This design comes from an exercise in tuning for small area and few clock cycles on the open sky130 flow, not from production work. RTL that was checked went through simulation tests only; none was proved equivalent to the original. No driver is modelled on the clock port, so clock power and skew are understated where the tree is cut down; a real chip needs a root buffer or a tree. Power is estimated from default activity; no workload was simulated.

## ad9958_master
module ad9958_master(
    input         clock,
    input         reset_n,
    output        cs,
    output        sclk,
    output [3:0]  sdio,
    output        master_reset,
    output        io_update,
    input  [31:0] ftw_ch0,
    input  [31:0] ftw_ch1,
    input  [9:0]  asf_ch0,
    input  [9:0]  asf_ch1
);
   assign cs = 1'b0;
   assign master_reset = 1'b0;
   reg        sclk_r;
   reg [3:0]  n;
   reg        boot;
   reg        ch;
   reg        amp;
   wire last     = &n;
   wire need_iou = ch | (boot & amp);
   wire to_iou   = sclk_r & last & need_iou;
   wire restart  = (n[3:1] == 3'd0) | (last & ~need_iou);
   always @(posedge clock) begin
      if (~reset_n) begin
         sclk_r <= 1'b1;
         n      <= 4'd1;
         boot   <= 1'b1;
         ch     <= 1'b0;
         amp    <= 1'b0;
      end else if (~sclk_r) begin
         sclk_r <= 1'b1;
      end else begin
         sclk_r <= to_iou;
         if (restart)
            n <= boot ? 4'd8 : 4'd2;
         else if (~boot & amp & n == 4'd7)
            n <= 4'd12;
         else
            n <= n + 4'd1;
         if (last) begin
            {amp, ch} <= {amp, ch} + 2'd1;
            if (amp & ch)
               boot <= 1'b0;
         end
      end
   end
   wire [3:0] data_nib;
   ad9958_buffer data_buf(
      .clock(clock), .load(to_iou), .load_amp(~amp),
      .ftw_ch0(ftw_ch0), .ftw_ch1(ftw_ch1), .asf_ch0(asf_ch0), .asf_ch1(asf_ch1),
      .slot({ch, n[2:0]}), .nibble(data_nib));
   wire [2:0] k    = n[2:0];
   wire       hdr  = ~boot & ~n[3];
   wire       dat  = ~boot & n[3];
   wire       s1   = boot & ~amp & ch;
  ...
==> module ad9958_master, before the edit <==
module ad9958_master(
    input         clock,
    input         reset_n,
    output        cs,
    output        sclk,
    output [3:0]  sdio,
    output        master_reset,
    output        io_update,
    input  [31:0] ftw_ch0,
    input  [31:0] ftw_ch1,
    input  [9:0]  asf_ch0,
    input  [9:0]  asf_ch1
);
   assign cs = 1'b0;
   assign master_reset = 1'b0;
   reg        sclk_r;
   reg [3:0]  n;
   reg        boot;
   reg        ch;
   reg        amp;
   wire last     = &n;
   wire need_iou = ch | (boot & amp);
   wire to_iou   = sclk_r & last & need_iou;
   wire restart  = (n[3:1] == 3'd0) | (last & ~need_iou);
   always @(posedge clock) begin
      if (~reset_n) begin
         sclk_r <= 1'b1;
         n      <= 4'd1;
         boot   <= 1'b1;
         ch     <= 1'b0;
         amp    <= 1'b0;
      end else if (~sclk_r) begin
         sclk_r <= 1'b1;
      end else begin
         sclk_r <= to_iou;
         if (restart)
            n <= boot ? 4'd8 : 4'd2;
         else if (~boot & amp & n == 4'd7)
            n <= 4'd12;
         else
            n <= n + 4'd1;
         if (last) begin
            {amp, ch} <= {amp, ch} + 2'd1;
            if (amp & ch)
               boot <= 1'b0;
         end
      end
   end
   wire [3:0] data_nib;
   ad9958_buffer data_buf(
      .clock(clock), .load(to_iou), .load_amp(~amp),
      .ftw_ch0(ftw_ch0), .ftw_ch1(ftw_ch1), .asf_ch0(asf_ch0), .asf_ch1(asf_ch1),
      .slot({ch, n[2:0]}), .nibble(data_nib));
   wire [2:0] k    = n[2:0];
   wire       hdr  = ~boot & ~n[3];
   wire       dat  = ~boot & n[3];
   wire       s1   = boot & ~amp & ch;
   wire       s2   = boot & amp & ~ch;
   wire       s3   = boot & amp & ch;
   wire       mark = amp & (k == 3'd4);
   wire       top0 = amp & (k[2:1] == 2'b10);
   wire [3:0] sdio_c;
   assign sdio_c[3] = (dat & ~top0 & data_nib[3])
                    | (hdr & ch & (k == 3'd4))
                    | (s2 & (k[2:1] == 2'b01));
   assign sdio_c[2] = (dat & ~top0 & data_nib[2])
                    | (hdr & (((k == 3'd4) & ~ch) | (k == 3'd5) | (k == 3'd7)));
   assign sdio_c[1] = (dat & ~mark & data_nib[1])
                    | (hdr & ((k == 3'd5) | ((k == 3'd7) & amp)))
                    | (s2 & (k == 3'd2))
                    | (s3 & (k == 3'd1));
   assign sdio_c[0] = (dat & (mark | data_nib[0]))
                    | (s1 & ((k == 3'd0) | (k[1:0] == 2'b01) | (k == 3'd6)))
                    | (s2 & (k == 3'd1))
                    | (s3 & ((k == 3'd1) | (k == 3'd5)));
   assign sclk = sclk_r;
   assign sdio = sdio_c;
   assign io_update = sclk_r & (n == 4'd0);
endmodule
Settings: LEC_CHECK=0, CAP_MARGIN=20, CORE_MARGIN=2, CORE_UTILIZATION=40, SLEW_MARGIN=20; clock period 5.0 ns.
standard.sh (not shown) runs the stock make flow with config.mk's settings and CLKGATE_MAP_FILE= SYNTH_SCRIPT=/design/flow/synth_recipe.tcl, a recipe that flattens the netlist after the stock synthesis.
==> flow/flow/run.sh <==
#!/bin/bash
# Standard layout with these changes: synthesis maps logic with
# area-oriented ABC scripts (the smallest result of flow/*.abc) and without
# the adder step (flow/synth.tcl); the port buffers are plain buf_1 cells;
# clock tree synthesis adds no dummy loads, and its leaf level is then
# rebuilt with fewer buffers (flow/cts_merge.tcl).
set -euo pipefail
here=$(pwd)
bash standard.sh "SYNTH_SCRIPT=$here/flow/synth.tcl" \
  "ADDER_MAP_FILE=" \
  "POST_CTS_TCL=$here/flow/cts_merge.tcl" \
  "CTS_ARGS=-sink_clustering_enable -repair_clock_nets -dont_use_dummy_load" \
  "BUFFER_PORTS_ARGS=-buffer_cell sky130_fd_sc_hd__buf_1" \
  finish > flow_make.log 2>&1
Other scripts of this flow, unchanged in this note and not shown: flow/flow/a1.abc, flow/flow/a10.abc, flow/flow/a11.abc, flow/flow/a12.abc, flow/flow/a13.abc, flow/flow/a14.abc, flow/flow/a2.abc, flow/flow/a3.abc, flow/flow/a4.abc, flow/flow/a5.abc, flow/flow/a6.abc, flow/flow/a7.abc, flow/flow/a8.abc, flow/flow/a9.abc, flow/flow/b1.abc, flow/flow/b2.abc, flow/flow/b3.abc, flow/flow/b4.abc, flow/flow/b5.abc, flow/flow/b6.abc, flow/flow/b8.abc, flow/flow/b9.abc, flow/flow/cts_merge.tcl, flow/flow/synth.tcl
Testbench counts at the start, summed over its fixed seeds: cycles 12,162.
==> next run, changes <==
--- a/flow/design.v
+++ b/flow/design.v
@@ -73,5 +73,5 @@
    wire [3:0] data_nib;
    ad9958_buffer data_buf(
-      .clock(clock), .load(to_iou), .load_amp(~amp),
+      .clock(clock), .load(to_iou), .load_amp(~boot & ~amp),
       .ftw_ch0(ftw_ch0), .ftw_ch1(ftw_ch1), .asf_ch0(asf_ch0), .asf_ch1(asf_ch1),
       .slot({ch, n[2:0]}), .nibble(data_nib));
Maximum frequency falls by 5.0%.
Wire length falls by 2.8%.
Final area is about the same.
Critical path depth rises by 1.
Global-route usage falls by 0.68 points.
Total power falls by 1.9%.
Worst setup slack loses 0.20 ns.
Clock skew rises by 0.0089 ns.
Die area rises by 0.69%.
Cell count rises by 2.5%.
Combinational power barely changes.
Hold slack loses 0.028 ns.
Testbench counts after the change, summed over its fixed seeds: cycles 12,162.
In every run of this note, the design's own scripts or RTL, not TritonCTS, make the clock network.

Another version of the RTL of ad9958_master (not shown whole).
Size in the first run: roughly 73 flip-flops, ~3000 um^2 of cells after synthesis.
==> module ad9958_master, before the edit <==
module ad9958_master(
    input         clock,
    input         reset_n,
    output        cs,
    output        sclk,
    output [3:0]  sdio,
    output        master_reset,
    output        io_update,
    input  [31:0] ftw_ch0,
    input  [31:0] ftw_ch1,
    input  [9:0]  asf_ch0,
    input  [9:0]  asf_ch1
);
   assign cs = 1'b0;
   assign master_reset = 1'b0;
   reg        sclk_r;
   reg [3:0]  n;
   reg [1:0]  st;
   reg        ch;
   reg        amp;
   wire last     = &n;
   wire need_iou = ch | st[1];
   wire to_iou   = sclk_r & last & need_iou;
   wire restart  = (n[3:1] == 3'd0) | (last & ~need_iou);
   wire [3:0] start = (st == 2'd0) ? 4'd2 : 4'd8;
   always @(posedge clock) begin
      if (~reset_n) begin
         sclk_r <= 1'b1;
         n      <= 4'd1;
         st     <= 2'd1;
         ch     <= 1'b0;
      end else if (~sclk_r) begin
         sclk_r <= 1'b1;
      end else begin
         sclk_r <= to_iou;
         if (restart)
            n <= start;
         else if (st == 2'd0 & amp & n == 4'd7)
            n <= 4'd12;
         else
            n <= n + 4'd1;
         if (last) begin
            ch <= ~ch;
            if (st != 2'd0 & (st != 2'd1 | ch))
               st <= st + 2'd1;
            if (st == 2'd3)
               amp <= 1'b0;
            else if (ch)
               amp <= ~amp;
         end
      end
   end
   wire [3:0] data_nib;
   ad9958_buffer data_buf(
      .clock(clock), .load(to_iou), .load_amp((st == 2'd0) & ~amp),
      .ftw_ch0(ftw_ch0), .ftw_ch1(ftw_ch1), .asf_ch0(asf_ch0), .asf_ch1(asf_ch1),
      .slot({ch, n[2:0]}), .nibble(data_nib));
   reg [3:0] sdio_c;
   always @(*) begin
      case (st)
        2'd1: sdio_c = {3'b000, ch & ((n == 4'd8) | (n == 4'd9) | (n == 4'd13) | (n == 4'd14))};
        2'd2: sdio_c = (n[2:0] == 3'd1) ? 4'h1 : (n[2:0] == 3'd2) ? 4'hA :
                       (n[2:0] == 3'd3) ? 4'h8 : 4'h0;
        2'd3: sdio_c = (n[2:0] == 3'd1) ? 4'h3 : (n[2:0] == 3'd5) ? 4'h1 : 4'h0;
        default:
          case (n)
            4'd4:  sdio_c = ch ? 4'h8 : 4'h4;
            4'd5:  sdio_c = 4'h6;
            4'd7:  sdio_c = amp ? 4'h6 : 4'h4;
            4'd12: sdio_c = amp ? 4'h1 : data_nib;
            4'd13: sdio_c = amp ? {2'b00, data_nib[1:0]} : data_nib;
            default: sdio_c = n[3] ? data_nib : 4'h0;
          endcase
      endcase
   end
   assign sclk = sclk_r;
   assign sdio = sdio_c;
   assign io_update = sclk_r & (n == 4'd0);
endmodule
Settings: LEC_CHECK=0, CAP_MARGIN=20, CORE_MARGIN=2, CORE_UTILIZATION=40, SLEW_MARGIN=20; clock period 5.0 ns.
==> flow/flow/run.sh <==
#!/bin/bash
# Standard layout with three changes: synthesis maps logic with an
# area-oriented ABC script and without the adder step (flow/synth.tcl,
# flow/area.abc), the port
# buffers are plain buf_1 cells, and clock tree
# synthesis adds no dummy loads.
set -euo pipefail
here=$(pwd)
bash standard.sh "SYNTH_SCRIPT=$here/flow/synth.tcl" \
  "ADDER_MAP_FILE=" \
  "CTS_ARGS=-sink_clustering_enable -repair_clock_nets -dont_use_dummy_load" \
  "BUFFER_PORTS_ARGS=-buffer_cell sky130_fd_sc_hd__buf_1" \
  finish > flow_make.log 2>&1
==> flow/flow/area.abc <==
strash
dc2
dc2
dch -f
amap
==> flow/flow/synth.tcl <==
set ::area_abc_script [file join [file dirname [file normalize [info script]]] area.abc]
proc synth {args} { yosys synth -nofsm -noshare {*}$args }
proc abc {args} {
  set i [lsearch -exact $args -script]
  if { $i >= 0 } { lset args [expr { $i + 1 }] $::area_abc_script }
  puts "abc script: $::area_abc_script"
  yosys abc {*}$args
}
source $::env(SCRIPTS_DIR)/synth.tcl
# left out here: clear keep_hierarchy, flatten, clean up, hide names made inside functions, write 1_2_yosys.v
Testbench counts at the start, summed over its fixed seeds: cycles 12,162.
Change:
--- a/flow/design.v
+++ b/flow/design.v
@@ -76,28 +76,30 @@
    end
    wire [3:0] data_nib;
    ad9958_buffer data_buf(
       .clock(clock), .load(to_iou), .load_amp((st == 2'd0) & ~amp),
       .ftw_ch0(ftw_ch0), .ftw_ch1(ftw_ch1), .asf_ch0(asf_ch0), .asf_ch1(asf_ch1),
       .slot({ch, n[2:0]}), .nibble(data_nib));
-   reg [3:0] sdio_c;
-   always @(*) begin
-      case (st)
-        2'd1: sdio_c = {3'b000, ch & ((n == 4'd8) | (n == 4'd9) | (n == 4'd13) | (n == 4'd14))};
-        2'd2: sdio_c = (n[2:0] == 3'd1) ? 4'h1 : (n[2:0] == 3'd2) ? 4'hA :
-                       (n[2:0] == 3'd3) ? 4'h8 : 4'h0;
-        2'd3: sdio_c = (n[2:0] == 3'd1) ? 4'h3 : (n[2:0] == 3'd5) ? 4'h1 : 4'h0;
-        default:
-          case (n)
-            4'd4:  sdio_c = ch ? 4'h8 : 4'h4;
-            4'd5:  sdio_c = 4'h6;
-            4'd7:  sdio_c = amp ? 4'h6 : 4'h4;
-            4'd12: sdio_c = amp ? 4'h1 : data_nib;
-            4'd13: sdio_c = amp ? {2'b00, data_nib[1:0]} : data_nib;
-            default: sdio_c = n[3] ? data_nib : 4'h0;
-          endcase
-      endcase
-   end
+   wire       loop = (st == 2'd0);
+   wire [2:0] k    = n[2:0];
+   wire       hdr  = loop & ~n[3];
+   wire       dat  = loop & n[3];
+   wire       mark = amp & (k == 3'd4);
+   wire       top0 = amp & (k[2:1] == 2'b10);
+   wire [3:0] sdio_c;
+   assign sdio_c[3] = (dat & ~top0 & data_nib[3])
+                    | (hdr & ch & (k == 3'd4))
+                    | ((st == 2'd2) & (k[2:1] == 2'b01));
+   assign sdio_c[2] = (dat & ~top0 & data_nib[2])
+                    | (hdr & (((k == 3'd4) & ~ch) | (k == 3'd5) | (k == 3'd7)));
+   assign sdio_c[1] = (dat & ~mark & data_nib[1])
+                    | (hdr & ((k == 3'd5) | ((k == 3'd7) & amp)))
+                    | ((st == 2'd2) & (k == 3'd2))
+                    | ((st == 2'd3) & (k == 3'd1));
+   assign sdio_c[0] = (dat & (mark | data_nib[0]))
+                    | ((st == 2'd1) & ch & ((k[1:0] == 2'b00) ? ~k[2] : (k[1:0] == 2'b01) ? 1'b1 : (k[1:0] == 2'b10) ? k[2] : 1'b0) & ~(k == 3'd4))
+                    | ((st == 2'd2) & (k == 3'd1))
+                    | ((st == 2'd3) & ((k == 3'd1) | (k == 3'd5)));
    assign sclk = sclk_r;
    assign sdio = sdio_c;
    assign io_update = sclk_r & (n == 4'd0);
 endmodule
=>
- The changed run ran to the end with no violations
- design area increases by 0.58%
- worst hold slack is worse by 0.033 ns
- first-iteration DRC count rose by about 12%
- final cell count increases by 0.93%
- core utilization stays flat
- fmax went up by 1.7%
- power rose by about 0.4%
- routed wire length fell by 3.8%
For the second run of this note, only the layout was checked, not whether the RTL still works.

what the ideal ports hide:
Ports are ideal in the flow. The routed layouts listed here were re-timed in OpenROAD.
Step 1 (the two cells are an assumption about what drives the block):
set clk [get_ports {clock}]
set_driving_cell -lib_cell sky130_fd_sc_hd__clkbuf_16 $clk
set_driving_cell -lib_cell sky130_fd_sc_hd__buf_2 [delete_from_list [all_inputs] $clk]
Step 2, shift: input delay + t, output delay - t, t = (earliest + latest rising clock arrival at the registers) / 2. This alone moves slack from input paths to output paths.
Three values: no drivers, after step 1, after step 2; two values: the first two.
run | shift t [ns] | slack for setup (ns) | worst hold slack (ns)
the first run of note 1 | 0.475 | 1.220 / 1.193 / 1.668 | 0.563 / 0.563 / 0.563
the second run of note 1 | 0.506 | 1.021 / 0.993 / 1.500 | 0.535 / 0.535 / 0.535
the first run of note 2 | 0.362 | 1.161 / 1.132 / 1.494 | 0.595 / 0.595 / 0.595
the second run of note 2 | 0.357 | 1.226 / 1.195 / 1.340 | 0.562 / 0.562 / 0.562
After both steps setup and hold are still met in every run listed.
